From an optimization exercise on the open Yosys and OpenROAD flow, aimed at small area and a short achievable clock period; shortcuts taken in it are not production practice. Power and IR drop assume default switching activity.

== job 5019 ==
## CIC_Decimation
module CIC_Decimation #(
    parameter int WIDTH_IN  = 16,
    parameter int NUM_STAGE = 5,
    parameter int MAX_RATE  = 16,
    parameter int WIDTH_OUT = WIDTH_IN + NUM_STAGE * $clog2(MAX_RATE)
)
(
    input  clk, ena, rst_n,
    input  logic signed [WIDTH_IN-1:0]  din_odd, din_even,
    input  [7:0] rate,
    output logic signed [WIDTH_OUT-1:0] dout,
    output vld, rdy
);
Settings: LEC_CHECK=0, CAP_MARGIN=20, CORE_MARGIN=2, CORE_UTILIZATION=70, CTS_CLUSTER_DIAMETER=80, CTS_CLUSTER_SIZE=40, SLEW_MARGIN=20, SYNTH_HIERARCHICAL=1, SYNTH_MINIMUM_KEEP_SIZE=0; clock period 14.0 ns.
run.sh (not shown) runs the stock make flow with config.mk's settings and CLKGATE_MAP_FILE= SYNTH_SCRIPT=/design/flow/synth_recipe.tcl, a recipe that flattens the netlist after the stock synthesis.
Input-level comparison between job 3725 and job 5019:
# job 5019
export LEC_CHECK = 0
export CAP_MARGIN = 20
export CORE_MARGIN = 2
export CORE_UTILIZATION = 70
export CTS_CLUSTER_DIAMETER = 80
export CTS_CLUSTER_SIZE = 40
export SLEW_MARGIN = 20
export SYNTH_HIERARCHICAL = 1
export SYNTH_MINIMUM_KEEP_SIZE = 0
create_clock -name core_clock -period 14.0 [get_ports {clk}]
# job 3725
export LEC_CHECK = 0
export CAP_MARGIN = 20
export CORE_MARGIN = 2
export CORE_UTILIZATION = 70
export CTS_CLUSTER_DIAMETER = 60
export CTS_CLUSTER_SIZE = 30
export SLEW_MARGIN = 20
export SYNTH_HIERARCHICAL = 1
export SYNTH_MINIMUM_KEEP_SIZE = 0
create_clock -name core_clock -period 14.0 [get_ports {clk}]
==> flow/flow/run.sh (new file) <==
#!/bin/bash
# The standard layout (standard.sh), with the input and output port
# buffers made of sky130_fd_sc_hd__buf_2 instead of the cell buffer_ports
# picks by default. make's output goes to standard.log; ORFS keeps each
# tool's own log under orfs/logs/.
set -euo pipefail
export BUFFER_PORTS_ARGS="-buffer_cell sky130_fd_sc_hd__buf_2"
bash standard.sh > standard.log 2>&1
==> flow/standard.sh (new file) <==
#!/bin/bash
# synth_recipe.tcl (not shown) runs the flow's synth.tcl, then flattens the netlist and writes it again
# the make line also repeats each setting of config.mk as NAME=value (left out here)
make -C /OpenROAD-flow-scripts/flow DESIGN_CONFIG=/design/flow/config.mk WORK_HOME=/design/flow/orfs CLKGATE_MAP_FILE= SYNTH_SCRIPT=/design/flow/synth_recipe.tcl "${@:-finish}"
removed: flow/run.sh
Findings:
- Job 3725 did not stop at any stage, and its layout met the timing, DRC and antenna checks.
- For the clock transition at the registers of the reported paths, job 3725 came in 0.02 ns lower than job 5019 did.
- Looking at job 5019 and job 3725, the core occupancy in the finished layout is a wash.
- Maximum VDD drop for job 3725: 23 uV down relative to job 5019
- Between job 5019 and job 3725, number of clock-tree buffers in the layout increased.
- Job 3725: data required time of the worst path higher than job 5019
- The termination of the worst setup path comes out rdy in one run and acc[0][29]$_SDFFE_PP0P_ in the other, namely in job 5019 and job 3725 respectively.
- Relative to job 5019, total cell area at the placement stage decreased by 1.1% in job 3725.
> inputs changed (job 3725 -> job 1620)
# job 3725
export LEC_CHECK = 0
export CAP_MARGIN = 20
export CORE_MARGIN = 2
export CORE_UTILIZATION = 70
export CTS_CLUSTER_DIAMETER = 60
export CTS_CLUSTER_SIZE = 30
export SLEW_MARGIN = 20
export SYNTH_HIERARCHICAL = 1
export SYNTH_MINIMUM_KEEP_SIZE = 0
create_clock -name core_clock -period 14.0 [get_ports {clk}]
# job 1620
export LEC_CHECK = 0
export CAP_MARGIN = 20
export CORE_MARGIN = 2
export CORE_UTILIZATION = 70
export CTS_BUF_LIST = sky130_fd_sc_hd__clkbuf_8 sky130_fd_sc_hd__clkbuf_16
export CTS_CLUSTER_DIAMETER = 50
export CTS_CLUSTER_SIZE = 20
export SLEW_MARGIN = 20
export SYNTH_HIERARCHICAL = 1
export SYNTH_MINIMUM_KEEP_SIZE = 0
create_clock -name core_clock -period 14.0 [get_ports {clk}]
==> flow/run.sh (new file) <==
#!/bin/bash
# synth_recipe.tcl (not shown) runs the flow's synth.tcl, then flattens the netlist and writes it again
# the make line also repeats each setting of config.mk as NAME=value (left out here)
make -C /OpenROAD-flow-scripts/flow DESIGN_CONFIG=/design/flow/config.mk WORK_HOME=/design/flow/orfs CLKGATE_MAP_FILE= SYNTH_SCRIPT=/design/flow/synth_recipe.tcl finish
removed: flow/flow/run.sh
removed: flow/standard.sh
Job 1620 finished all stages; the layout is clean.
Compared to job 3725, job 1620 has routed wire length 890 um higher.
Of the two values seen for start point of the critical path, xe_d[4][15]$_DFF_P_ was produced by job 3725 and rdy_q$_SDFF_PN0_ by job 1620.
The higher clock latency on the worst-skew pair of job 1620 and job 3725 is in job 3725.
Relative to job 3725, the sum of internal, switching and leakage power measured on job 1620 has increased by a few percent.
Status: mean number of vias per cell parity (job 1620, job 3725)
Input-level comparison between job 1751 and job 1620:
# job 1620
export LEC_CHECK = 0
export CAP_MARGIN = 20
export CORE_MARGIN = 2
export CORE_UTILIZATION = 70
export CTS_BUF_LIST = sky130_fd_sc_hd__clkbuf_8 sky130_fd_sc_hd__clkbuf_16
export CTS_CLUSTER_DIAMETER = 50
export CTS_CLUSTER_SIZE = 20
export SLEW_MARGIN = 20
export SYNTH_HIERARCHICAL = 1
export SYNTH_MINIMUM_KEEP_SIZE = 0
create_clock -name core_clock -period 14.0 [get_ports {clk}]
# job 1751
export LEC_CHECK = 0
export CAP_MARGIN = 20
export CORE_MARGIN = 2
export CORE_UTILIZATION = 70
export CTS_CLUSTER_DIAMETER = 60
export CTS_CLUSTER_SIZE = 30
export SLEW_MARGIN = 20
export SYNTH_HIERARCHICAL = 1
export SYNTH_MINIMUM_KEEP_SIZE = 0
create_clock -name core_clock -period 14.0 [get_ports {clk}]
Results
- Job 1620 -> job 1751: total detailed-routing wirelength decreased by a few percent
- Multi-input gate share of total cell area (higher): job 1751
- Across both runs, cell area was lower for job 1751 than for job 1620.
- Summary of job 1751 over job 1620: number of fill cells in the layout rose 91, count of non-filler cells in the finished layout fell 1.1%, overall power consumption fell 370 uW.
- The critical path's largest stage delay of job 1620 and that of job 1751 are within noise of each other.
- Summary — global-route usage, job 1751 relative to job 1620: lower, by 0.58 points.
- Job 1751 vs job 1620 — count of clock-buffer cells in the layout dropped 26.
- [compare] base=job 1620 new=job 1751: sequential share of layout area increased by 0.81 points relative to the old numbers, final clock period utilization by the worst path closely matched the old numbers.
For job 2786, these inputs were changed with respect to job 1751:
# job 1751
export LEC_CHECK = 0
export CAP_MARGIN = 20
export CORE_MARGIN = 2
export CORE_UTILIZATION = 70
export CTS_CLUSTER_DIAMETER = 60
export CTS_CLUSTER_SIZE = 30
export SLEW_MARGIN = 20
export SYNTH_HIERARCHICAL = 1
export SYNTH_MINIMUM_KEEP_SIZE = 0
create_clock -name core_clock -period 14.0 [get_ports {clk}]
# job 2786
export LEC_CHECK = 0
export CAP_MARGIN = 20
export CORE_MARGIN = 2
export CORE_UTILIZATION = 70
export CTS_BUF_LIST = sky130_fd_sc_hd__clkbuf_4 sky130_fd_sc_hd__clkbuf_8
export SLEW_MARGIN = 20
export SYNTH_HIERARCHICAL = 1
export SYNTH_MINIMUM_KEEP_SIZE = 0
create_clock -name core_clock -period 14.0 [get_ports {clk}]
--- outcome ---
Job 2786 against job 1751: routed wire length saw an increase; cell area rose by 0.0015 mm2; global-route wire length before repair has increased; total power density per cell area rose by about 7%; minimum clock period shows an increase of 0.15 ns. Compared with job 1751, detailed-route vias per instance in job 2786 decreased slightly. Compared job 2786 vs job 1751, and data arrival time of the critical path is up in job 2786. Lower met2 track demand over resource was reported by job 1751, not job 2786. Per the final summary, job 2786 finished and its layout is clean on timing, DRC and antenna. | sum of internal, switching and leakage power | job 2786 vs job 1751 | worse |. Maximum resistive drop on vdd: lower on job 2786.
> inputs changed (job 2786 -> job 8015)
# job 2786
export LEC_CHECK = 0
export CAP_MARGIN = 20
export CORE_MARGIN = 2
export CORE_UTILIZATION = 70
export CTS_BUF_LIST = sky130_fd_sc_hd__clkbuf_4 sky130_fd_sc_hd__clkbuf_8
export SLEW_MARGIN = 20
export SYNTH_HIERARCHICAL = 1
export SYNTH_MINIMUM_KEEP_SIZE = 0
create_clock -name core_clock -period 14.0 [get_ports {clk}]
# job 8015
export LEC_CHECK = 0
export CAP_MARGIN = 20
export CORE_MARGIN = 2
export CORE_UTILIZATION = 40
export SLEW_MARGIN = 20
export SYNTH_HIERARCHICAL = 1
export SYNTH_MINIMUM_KEEP_SIZE = 0
create_clock -name core_clock -period 14.0 [get_ports {clk}]
[summary]
Job 8015 vs job 2786 — count of non-filler cells in the finished layout climbed by more than 10%
Any difference in wire length of the first global-routing pass between job 8015 and job 2786 is small enough to ignore.
Between job 2786 and job 8015, the clock-pin transition on the worst setup and hold timing paths figures differ only marginally.
Of job 2786 and job 8015, the higher internal power belongs to job 8015.
No functional check of the RTL was part of any run of this note.

## re-timing with driven ports
The results above use ideal ports. As a check the final layouts listed here were re-extracted and re-timed, cells and wires unchanged. Step 1 sets driving cells, clkbuf_16 on the clock port and buf_2 on the other inputs (assumed; they add their load-dependent delay and slew). Step 2, shift: input delay + t, output delay - t, t = (earliest + latest rising clock arrival at the registers) / 2. This alone moves slack from input paths to output paths. a / b / c = ideal / step 1 / step 2; a / b = the first two.
| run | t, ns | slack for setup (ns) | worst slew at a driven data input, ns |
|---|---|---|---|
| job 5019 | 0.647 | 9.707 / 9.643 / 9.546 | 0.04 |
| job 3725 | 0.664 | 9.986 / 9.986 / 9.414 | 0.04 |
| job 1620 | 0.649 | 9.728 / 9.665 / 9.512 | 0.04 |
| job 1751 | 0.661 | 9.717 / 9.655 / 9.522 | 0.04 |
| job 2786 | 0.814 | 9.565 / 9.510 / 9.512 | 0.05 |
| job 8015 | 0.692 | 9.694 / 9.634 / 9.455 | 0.03 |
After both steps setup and hold are still met in every run listed. The setup slack of job 3725, which loses most, moves by 0.000 ns with the drivers and by -0.572 ns with both steps.
